From an optimization exercise on the open Yosys and OpenROAD flow, aimed at small area; shortcuts taken in it are not production practice. RTL that was checked went through simulation tests only; none was proved equivalent to the original. Power and IR drop assume default switching activity.

wip/garnet:
Design spi_top, start of the top module:
module spi_top(
    input clk,rst,wr,
    input [7:0]din,addr,
    output done,err,
    output [7:0]dout
);
Size: roughly 370 cells after synthesis, roughly 280 flip-flops, roughly 29 I/O pins.
Settings: LEC_CHECK=0, CAP_MARGIN=20, CORE_MARGIN=2, CORE_UTILIZATION=70, SLEW_MARGIN=20; clock period 8.0 ns.
standard.sh (not shown) runs the stock make flow with config.mk's settings and CLKGATE_MAP_FILE= SYNTH_SCRIPT=/design/flow/synth_recipe.tcl, a recipe that flattens the netlist after the stock synthesis.
==> flow/flow/run.sh <==
#!/bin/bash
set -euo pipefail
bash standard.sh \
  BUFFER_PORTS_ARGS="-buffer_cell sky130_fd_sc_hd__buf_1" \
  PRE_DETAIL_PLACE_TCL="$PWD/flow/recover.tcl" \
  CTS_ARGS="-sink_clustering_enable -repair_clock_nets -dont_use_dummy_load -sink_clustering_size 20 -sink_clustering_max_diameter 50 -buf_list sky130_fd_sc_hd__clkbuf_8 -root_buf sky130_fd_sc_hd__clkbuf_16" \
  finish > standard.log 2>&1
==> flow/flow/recover.tcl <==
# Downsize cells on paths with timing slack to spare (ORFS hook, sourced
# before detailed placement).
estimate_parasitics -placement
repair_timing -recover_power 100
wip/garnet has completed all stages; timing, DRC and antenna checks passed.
--- input diff wip/garnet..wip/willow ---
==> flow/run.sh (new file) <==
#!/bin/bash
# synth_recipe.tcl (not shown) runs the flow's synth.tcl, then flattens the netlist and writes it again
# the make line also repeats each setting of config.mk as NAME=value (left out here)
make -C /OpenROAD-flow-scripts/flow DESIGN_CONFIG=/design/flow/config.mk WORK_HOME=/design/flow/orfs CLKGATE_MAP_FILE= SYNTH_SCRIPT=/design/flow/synth_recipe.tcl finish
--- a/flow/config.mk
+++ b/flow/config.mk
@@ -10,0 +11,3 @@
+export CTS_BUF_LIST = sky130_fd_sc_hd__clkbuf_8
+export CTS_CLUSTER_DIAMETER = 50
+export CTS_CLUSTER_SIZE = 20
removed: flow/flow/run.sh
removed: flow/flow/recover.tcl
removed: flow/standard.sh
Notes after the runs:
In wip/willow, the total power divided by cell area came out 3.0% below the value in wip/garnet. When wip/willow is measured against wip/garnet, its design area turns out about 3.3% higher. Taking wip/garnet as the reference, in wip/willow final cell count now larger; minimum setup slack in the final design dropped 0.098 ns; die footprint barely changed. Changes observed in wip/willow relative to wip/garnet: net load switching power picked up an extra 3.7%, final critical-path required period picked up an extra 0.098 ns, relative contribution of combinational cells to total power picked up an extra 0.4 points, placement-stage worst setup slack picked up an extra 0.30 ns.
Edits applied to the flow inputs when going from wip/willow to wip/fjord:
==> flow/flow/run.sh (new file) <==
#!/bin/bash
set -euo pipefail
bash standard.sh \
  BUFFER_PORTS_ARGS="-buffer_cell sky130_fd_sc_hd__buf_1" \
  PRE_DETAIL_PLACE_TCL="$PWD/flow/recover.tcl" \
  CTS_ARGS="-sink_clustering_enable -repair_clock_nets -dont_use_dummy_load -sink_clustering_size 20 -sink_clustering_max_diameter 60 -buf_list sky130_fd_sc_hd__clkbuf_8" \
  finish > standard.log 2>&1
==> flow/flow/recover.tcl (new file) <==
# Downsize cells on paths with timing slack to spare (ORFS hook, sourced
# before detailed placement).
estimate_parasitics -placement
repair_timing -recover_power 100
==> flow/standard.sh (new file) <==
#!/bin/bash
# synth_recipe.tcl (not shown) runs the flow's synth.tcl, then flattens the netlist and writes it again
# the make line also repeats each setting of config.mk as NAME=value (left out here)
make -C /OpenROAD-flow-scripts/flow DESIGN_CONFIG=/design/flow/config.mk WORK_HOME=/design/flow/orfs CLKGATE_MAP_FILE= SYNTH_SCRIPT=/design/flow/synth_recipe.tcl "${@:-finish}"
--- a/flow/config.mk
+++ b/flow/config.mk
@@ -11,3 +10,0 @@
-export CTS_BUF_LIST = sky130_fd_sc_hd__clkbuf_8
-export CTS_CLUSTER_DIAMETER = 50
-export CTS_CLUSTER_SIZE = 20
removed: flow/run.sh
==> comparison <==
Summary — setup slack, wip/fjord relative to wip/willow: higher, by 0.12 ns.
| via count normalized by instance count | wip/fjord vs wip/willow | ≈ equal |
wip/willow has a higher overall power consumption than wip/fjord.
The higher share of cells above drive strength 1 came out of wip/willow.
Looking at startpoint-to-endpoint class of the critical path, the reg -> out result is from wip/willow; the in -> reg one comes from wip/fjord.
In wip/fjord the total vias in the final route turned out about 1.4% lower than in wip/willow.
wip/fjord vs wip/willow — clock power dropped about 6%.
Between wip/willow and wip/fjord, fmax is higher for wip/fjord, wip/willow comes in under that.
Hold slack down 0.014 ns in wip/fjord wrt wip/willow
Changes observed in wip/fjord relative to wip/willow: area used by multi-input combinational logic dropped about 6%, time the final worst path needs with I/O delays and setup dropped 0.12 ns, wire length dropped 7.9%.
Input changes introduced in wip/zinc (baseline for comparison: wip/fjord):
==> flow/flow/run.sh <==
#!/bin/bash
# Standard layout, with three changes: the port buffers are the smallest
# buffer (buf_1), clock tree synthesis inserts no dummy loads, and cells
# with timing slack to spare are downsized before detailed placement.
set -euo pipefail
bash standard.sh \
  BUFFER_PORTS_ARGS="-buffer_cell sky130_fd_sc_hd__buf_1" \
  PRE_DETAIL_PLACE_TCL="$PWD/flow/recover.tcl" \
  CTS_ARGS="-sink_clustering_enable -repair_clock_nets -sink_clustering_size 20 -sink_clustering_max_diameter 50 -buf_list sky130_fd_sc_hd__clkbuf_8 -dont_use_dummy_load" \
  finish > standard.log 2>&1
--- a/flow/config.mk
+++ b/flow/config.mk
@@ -10,0 +11,3 @@
+export CTS_BUF_LIST = sky130_fd_sc_hd__clkbuf_8
+export CTS_CLUSTER_DIAMETER = 50
+export CTS_CLUSTER_SIZE = 20
Results
- Compared with wip/fjord, wip/zinc shows max-slew headroom at the worst pin lower by 0.63 points.
- Compared with wip/fjord, in wip/zinc placed wire-length estimate has remained practically unchanged; worst-case clock skew moved up; setup slack has increased.
- When wip/zinc is set beside wip/fjord, its routed via count divided by cell count turns out to be 0.050 larger.
- As far as number of stages on the worst setup path goes, wip/fjord and wip/zinc are indistinguishable; the numbers are identical.
- Portion of the post-synthesis area used by sequential elements came out exactly the same in wip/fjord and wip/zinc.
- Against wip/fjord, routed wire length per instance in wip/zinc rose slightly.
- Relative to wip/fjord, wire length of the first global-routing pass has gone up in wip/zinc.
[inputs] wip/xenon vs wip/zinc
==> flow/flow/run.sh <==
#!/bin/bash
set -euo pipefail
bash standard.sh \
  BUFFER_PORTS_ARGS="-buffer_cell sky130_fd_sc_hd__buf_1" \
  PRE_DETAIL_PLACE_TCL="$PWD/flow/recover.tcl" \
  CTS_ARGS="-sink_clustering_enable -repair_clock_nets -dont_use_dummy_load -sink_clustering_size 21 -sink_clustering_max_diameter 45 -buf_list sky130_fd_sc_hd__clkbuf_8" \
  finish > standard.log 2>&1
--- a/flow/config.mk
+++ b/flow/config.mk
@@ -10,4 +10 @@
-export CORE_UTILIZATION = 70
-export CTS_BUF_LIST = sky130_fd_sc_hd__clkbuf_8
-export CTS_CLUSTER_DIAMETER = 50
-export CTS_CLUSTER_SIZE = 20
+export CORE_UTILIZATION = 75
Findings:
For power, wip/zinc and wip/xenon come out practically identical.
The final area on wip/xenon is in line with that on wip/zinc.
Going from wip/zinc to wip/xenon, met2 track utilization from global routing grows by 5.3 points.
Taking wip/zinc as the reference, in wip/xenon routed wire length per instance went up 1.3 microns, peak clock frequency supported by timing went down 3.1%.
Against wip/zinc, overall die area in wip/xenon came out better.
Against wip/zinc as the reference, wip/xenon delivers a higher total length of routed wires.
As far as sequential cell area share is concerned, wip/xenon and wip/zinc perform about the same.
Diff wip/xenon and wip/zinc: count of filler cells inserted in the layout higher in wip/zinc
wip/xenon and wip/zinc ended up with nearly the same post-CTS clock slew at the launch and capture registers of the worst setup and hold paths.
Modified inputs, wip/nickel compared to wip/xenon
==> flow/flow/run.sh <==
#!/bin/bash
# Standard layout, with two changes: the port buffers are the smallest
# buffer (buf_1), and clock tree synthesis inserts no dummy loads.
set -euo pipefail
bash standard.sh \
  BUFFER_PORTS_ARGS="-buffer_cell sky130_fd_sc_hd__buf_1" \
  CTS_ARGS="-sink_clustering_enable -repair_clock_nets -sink_clustering_size 20 -sink_clustering_max_diameter 50 -buf_list sky130_fd_sc_hd__clkbuf_8 -dont_use_dummy_load" \
  finish > standard.log 2>&1
--- a/flow/config.mk
+++ b/flow/config.mk
@@ -10 +10,4 @@
-export CORE_UTILIZATION = 75
+export CORE_UTILIZATION = 70
+export CTS_BUF_LIST = sky130_fd_sc_hd__clkbuf_8
+export CTS_CLUSTER_DIAMETER = 50
+export CTS_CLUSTER_SIZE = 20
removed: flow/flow/recover.tcl
Notes after the runs:
- Compared with wip/xenon, in wip/nickel horizontal die dimension has increased, worst-path maximum fanout has increased.
- Post-placement worst setup slack delta (wip/nickel − wip/xenon): favourable
- Reported for wip/nickel and wip/xenon, clock-buffer cell count turned out identical to the last digit.
- Re total clock sinks: no difference whatsoever between wip/nickel and wip/xenon.
- The internal power consumption of wip/xenon and that of wip/nickel are within noise of each other.

---

Another version of the RTL of spi_top (not shown whole).
Size: roughly 29 I/O pins, roughly 6500 sq um of cells after synthesis.
export LEC_CHECK = 0
export CAP_MARGIN = 20
export CORE_MARGIN = 2
export CORE_UTILIZATION = 40
export SLEW_MARGIN = 20
create_clock -name core_clock -period 8.0 [get_ports {clk}]
run.sh (not shown) runs the stock make flow with config.mk's settings and CLKGATE_MAP_FILE= SYNTH_SCRIPT=/design/flow/synth_recipe.tcl, a recipe that flattens the netlist after the stock synthesis.
Stock flow here: none of the scripts above is used.
Next try:
--- a/flow/config.mk
+++ b/flow/config.mk
@@ -9,3 +9,6 @@
 export CORE_MARGIN = 2
-export CORE_UTILIZATION = 40
+export CORE_UTILIZATION = 70
+export CTS_BUF_LIST = sky130_fd_sc_hd__clkbuf_8
+export CTS_CLUSTER_DIAMETER = 50
+export CTS_CLUSTER_SIZE = 20
 export SLEW_MARGIN = 20
The changed run ran to the end with no violations; final area came out lower by 9.8%; count of clock-buffer cells in the layout fell by 20; wire length shrinks by 2.7%; final cell count decreases by 19%; power went down by 25%; non-clock buffer count drops by 1; sequential power barely changes; area after synthesis stays the same; first-iteration DRC count decreases by 31%; global-route usage grows by 6.7 points; worst hold slack improved by 0.015 ns.
Next try:
--- a/flow/config.mk
+++ b/flow/config.mk
@@ -9,5 +9,5 @@
 export CORE_MARGIN = 2
-export CORE_UTILIZATION = 70
+export CORE_UTILIZATION = 40
 export CTS_BUF_LIST = sky130_fd_sc_hd__clkbuf_8
-export CTS_CLUSTER_DIAMETER = 50
+export CTS_CLUSTER_DIAMETER = 60
 export CTS_CLUSTER_SIZE = 20
Combinational power is about the same.
Total power goes up by 2.5%.
Synthesized area is unchanged.
Next try:
--- a/flow/config.mk
+++ b/flow/config.mk
@@ -10,5 +10,5 @@
 export CORE_UTILIZATION = 40
-export CTS_BUF_LIST = sky130_fd_sc_hd__clkbuf_8
-export CTS_CLUSTER_DIAMETER = 60
-export CTS_CLUSTER_SIZE = 20
+export CTS_BUF_LIST = sky130_fd_sc_hd__clkbuf_16
+export CTS_CLUSTER_DIAMETER = 100
+export CTS_CLUSTER_SIZE = 30
 export SLEW_MARGIN = 20
After rerunning: The changed run produced a clean layout. Combinational power stays flat. Wire length climbs by 0.57%. Worst setup slack degrades by 0.0089 ns. Register-to-register slack gets worse by 0.02 ns. Via count decreases by 1.5%. Power increases by 4.0%. Design area increases by 0.81%. Hold slack loses 0.012 ns. Fmax is about the same. Sequential power is about the same.

---

The RTL this note starts from:
==> flow/design.v <==
module spi_top(
    input clk,rst,wr,
    input [7:0]din,addr,
    output done,err,
    output [7:0]dout
);
reg [127:0] ring0;
reg [127:0] ring1;
reg [3:0] ptr;
reg clr;
reg [4:0] cnt;
reg [7:0] cap;
wire ok  = (addr[7:5] == 3'd0);
wire hit = (ptr == addr[3:0]);
wire we  = wr & ok & hit;
wire [7:0] d0 = (we & ~addr[4]) ? din : (clr ? 8'd0 : ring0[127:120]);
wire [7:0] d1 = (we &  addr[4]) ? din : (clr ? 8'd0 : ring1[127:120]);
assign done = ok ? (wr ? (cnt == 5'd23) : (cnt == 5'd24)) : (cnt == 5'd4);
assign err  = ~ok & (cnt == 5'd4);
assign dout = cap;
always @(posedge clk) begin
    ring0 <= {ring0[119:0], d0};
    ring1 <= {ring1[119:0], d1};
    if (hit | ~ok)
        cap <= (wr | ~ok | clr) ? 8'd0 : (addr[4] ? ring1[127:120] : ring0[127:120]);
    if (rst) begin
        ptr <= 4'd0;
        clr <= 1'b1;
        cnt <= 5'd0;
    end
    else begin
        ptr <= ptr + 4'd1;
        if (ptr == 4'd15)
            clr <= 1'b0;
        cnt <= done ? 5'd1 : cnt + 5'd1;
    end
end
endmodule
==> flow/config.mk <==
export PLATFORM = sky130hd
export DESIGN_NAME = spi_top
export DESIGN_NICKNAME = spi_top
export VERILOG_FILES = /design/flow/design.v
export SDC_FILE = /design/flow/constraint.sdc
export NUM_CORES = 4
export LEC_CHECK = 0
export CAP_MARGIN = 20
export CORE_MARGIN = 2
export CORE_UTILIZATION = 85
export SLEW_MARGIN = 20
==> flow/constraint.sdc <==
create_clock -name core_clock -period 8.0 [get_ports {clk}]
set_input_delay 1.6000 -clock core_clock [delete_from_list [all_inputs] [get_ports {clk}]]
set_output_delay 1.6000 -clock core_clock [all_outputs]
set_load 0.01 [all_outputs]
standard.sh (not shown) runs the stock make flow with config.mk's settings and CLKGATE_MAP_FILE= SYNTH_SCRIPT=/design/flow/synth_recipe.tcl, a recipe that flattens the netlist after the stock synthesis.
==> flow/flow/run.sh <==
#!/bin/bash
set -euo pipefail
bash standard.sh \
  BUFFER_PORTS_ARGS="-buffer_cell sky130_fd_sc_hd__buf_1" \
  CTS_ARGS="-sink_clustering_enable -repair_clock_nets -sink_clustering_size 28 -sink_clustering_max_diameter 40 -buf_list sky130_fd_sc_hd__clkbuf_8 -dont_use_dummy_load " \
  finish > standard.log 2>&1
The starting point did not get past 3_5_place_dp (DPL-0033).
==> next run, changes <==
==> flow/run.sh (new file) <==
#!/bin/bash
# synth_recipe.tcl (not shown) runs the flow's synth.tcl, then flattens the netlist and writes it again
# the make line also repeats each setting of config.mk as NAME=value (left out here)
make -C /OpenROAD-flow-scripts/flow DESIGN_CONFIG=/design/flow/config.mk WORK_HOME=/design/flow/orfs CLKGATE_MAP_FILE= SYNTH_SCRIPT=/design/flow/synth_recipe.tcl finish
Settings changed: CORE_UTILIZATION 85 to 70, CTS_BUF_LIST set to sky130_fd_sc_hd__clkbuf_8, CTS_CLUSTER_DIAMETER set to 50, CTS_CLUSTER_SIZE set to 20.
removed: flow/flow/run.sh
removed: flow/standard.sh
The new run completed without violations; synthesized cell count does not change; area after synthesis is unchanged.
==> next run, changes <==
==> flow/flow/run.sh (new file) <==
#!/bin/bash
set -euo pipefail
bash standard.sh \
  BUFFER_PORTS_ARGS="-buffer_cell sky130_fd_sc_hd__buf_1" \
  CTS_ARGS="-sink_clustering_enable -repair_clock_nets -sink_clustering_size 24 -sink_clustering_max_diameter 50 -buf_list sky130_fd_sc_hd__clkbuf_8 sky130_fd_sc_hd__clkbuf_16 -dont_use_dummy_load " \
  finish > standard.log 2>&1
==> flow/standard.sh (new file) <==
#!/bin/bash
# synth_recipe.tcl (not shown) runs the flow's synth.tcl, then flattens the netlist and writes it again
# the make line also repeats each setting of config.mk as NAME=value (left out here)
make -C /OpenROAD-flow-scripts/flow DESIGN_CONFIG=/design/flow/config.mk WORK_HOME=/design/flow/orfs CLKGATE_MAP_FILE= SYNTH_SCRIPT=/design/flow/synth_recipe.tcl "${@:-finish}"
Settings changed: CTS_BUF_LIST sky130_fd_sc_hd__clkbuf_8 to unset, CTS_CLUSTER_DIAMETER 50 to unset, CTS_CLUSTER_SIZE 20 to unset.
removed: flow/run.sh
Outcome:
- Now the flow ended with an error in 4_1_cts, error STA-0564
- synthesized cell count is unchanged
- synthesized area does not change
No run of this note included a check of the RTL's function; only the layout flow was run.

-- re-timing with driven ports --
Ports are ideal in the flow. The routed layouts listed here were re-timed in OpenROAD.
Step 1, drivers: a clkbuf_16 drives clk and a buf_2 each remaining input, both assumed.
Step 2 times the ports against the registers' clock, not the clock port: input delays grow and output delays shrink by t, the midpoint of the rising clock arrivals with the driver on.
Slacks: no drivers / after step 1 / after step 2; pairs: no drivers / after step 1.
run | shift t [ns] | setup WS [ns] | worst setup path at the end | latest minus earliest clock arrival (ns)
wip/garnet | 0.487 | 4.963 / 4.979 / 4.492 | input to register | 0.035 / 0.036
wip/willow | 0.525 | 4.865 / 4.833 / 4.342 | input to register | 0.023 / 0.024
wip/fjord | 0.504 | 4.983 / 4.993 / 4.488 | input to register | 0.029 / 0.029
wip/zinc | 0.512 | 5.008 / 5.018 / 4.506 | input to register | 0.031 / 0.030
wip/xenon | 0.511 | 4.913 / 4.929 / 4.418 | input to register | 0.049 / 0.048
wip/nickel | 0.508 | 5.185 / 5.194 / 4.686 | input to register | 0.050 / 0.050
the first run of note 2 | 0.542 | 2.597 / 2.571 / 2.571 | input to output | 0.024 / 0.025
the second run of note 2 | 0.524 | 2.703 / 2.678 / 2.678 | input to output | 0.023 / 0.023
the third run of note 2 | 0.522 | 2.600 / 2.575 / 2.575 | input to output | 0.023 / 0.023
the fourth run of note 2 | 0.490 | 2.591 / 2.566 / 2.566 | input to output | 0.043 / 0.043
the second run of note 3 | 0.530 | 2.492 / 2.466 / 2.466 | input to output | 0.025 / 0.024
After both steps every run listed still meets setup and hold. For wip/willow, which loses most, drivers alone change the setup slack by -0.032 ns; drivers and shift together by -0.523 ns.
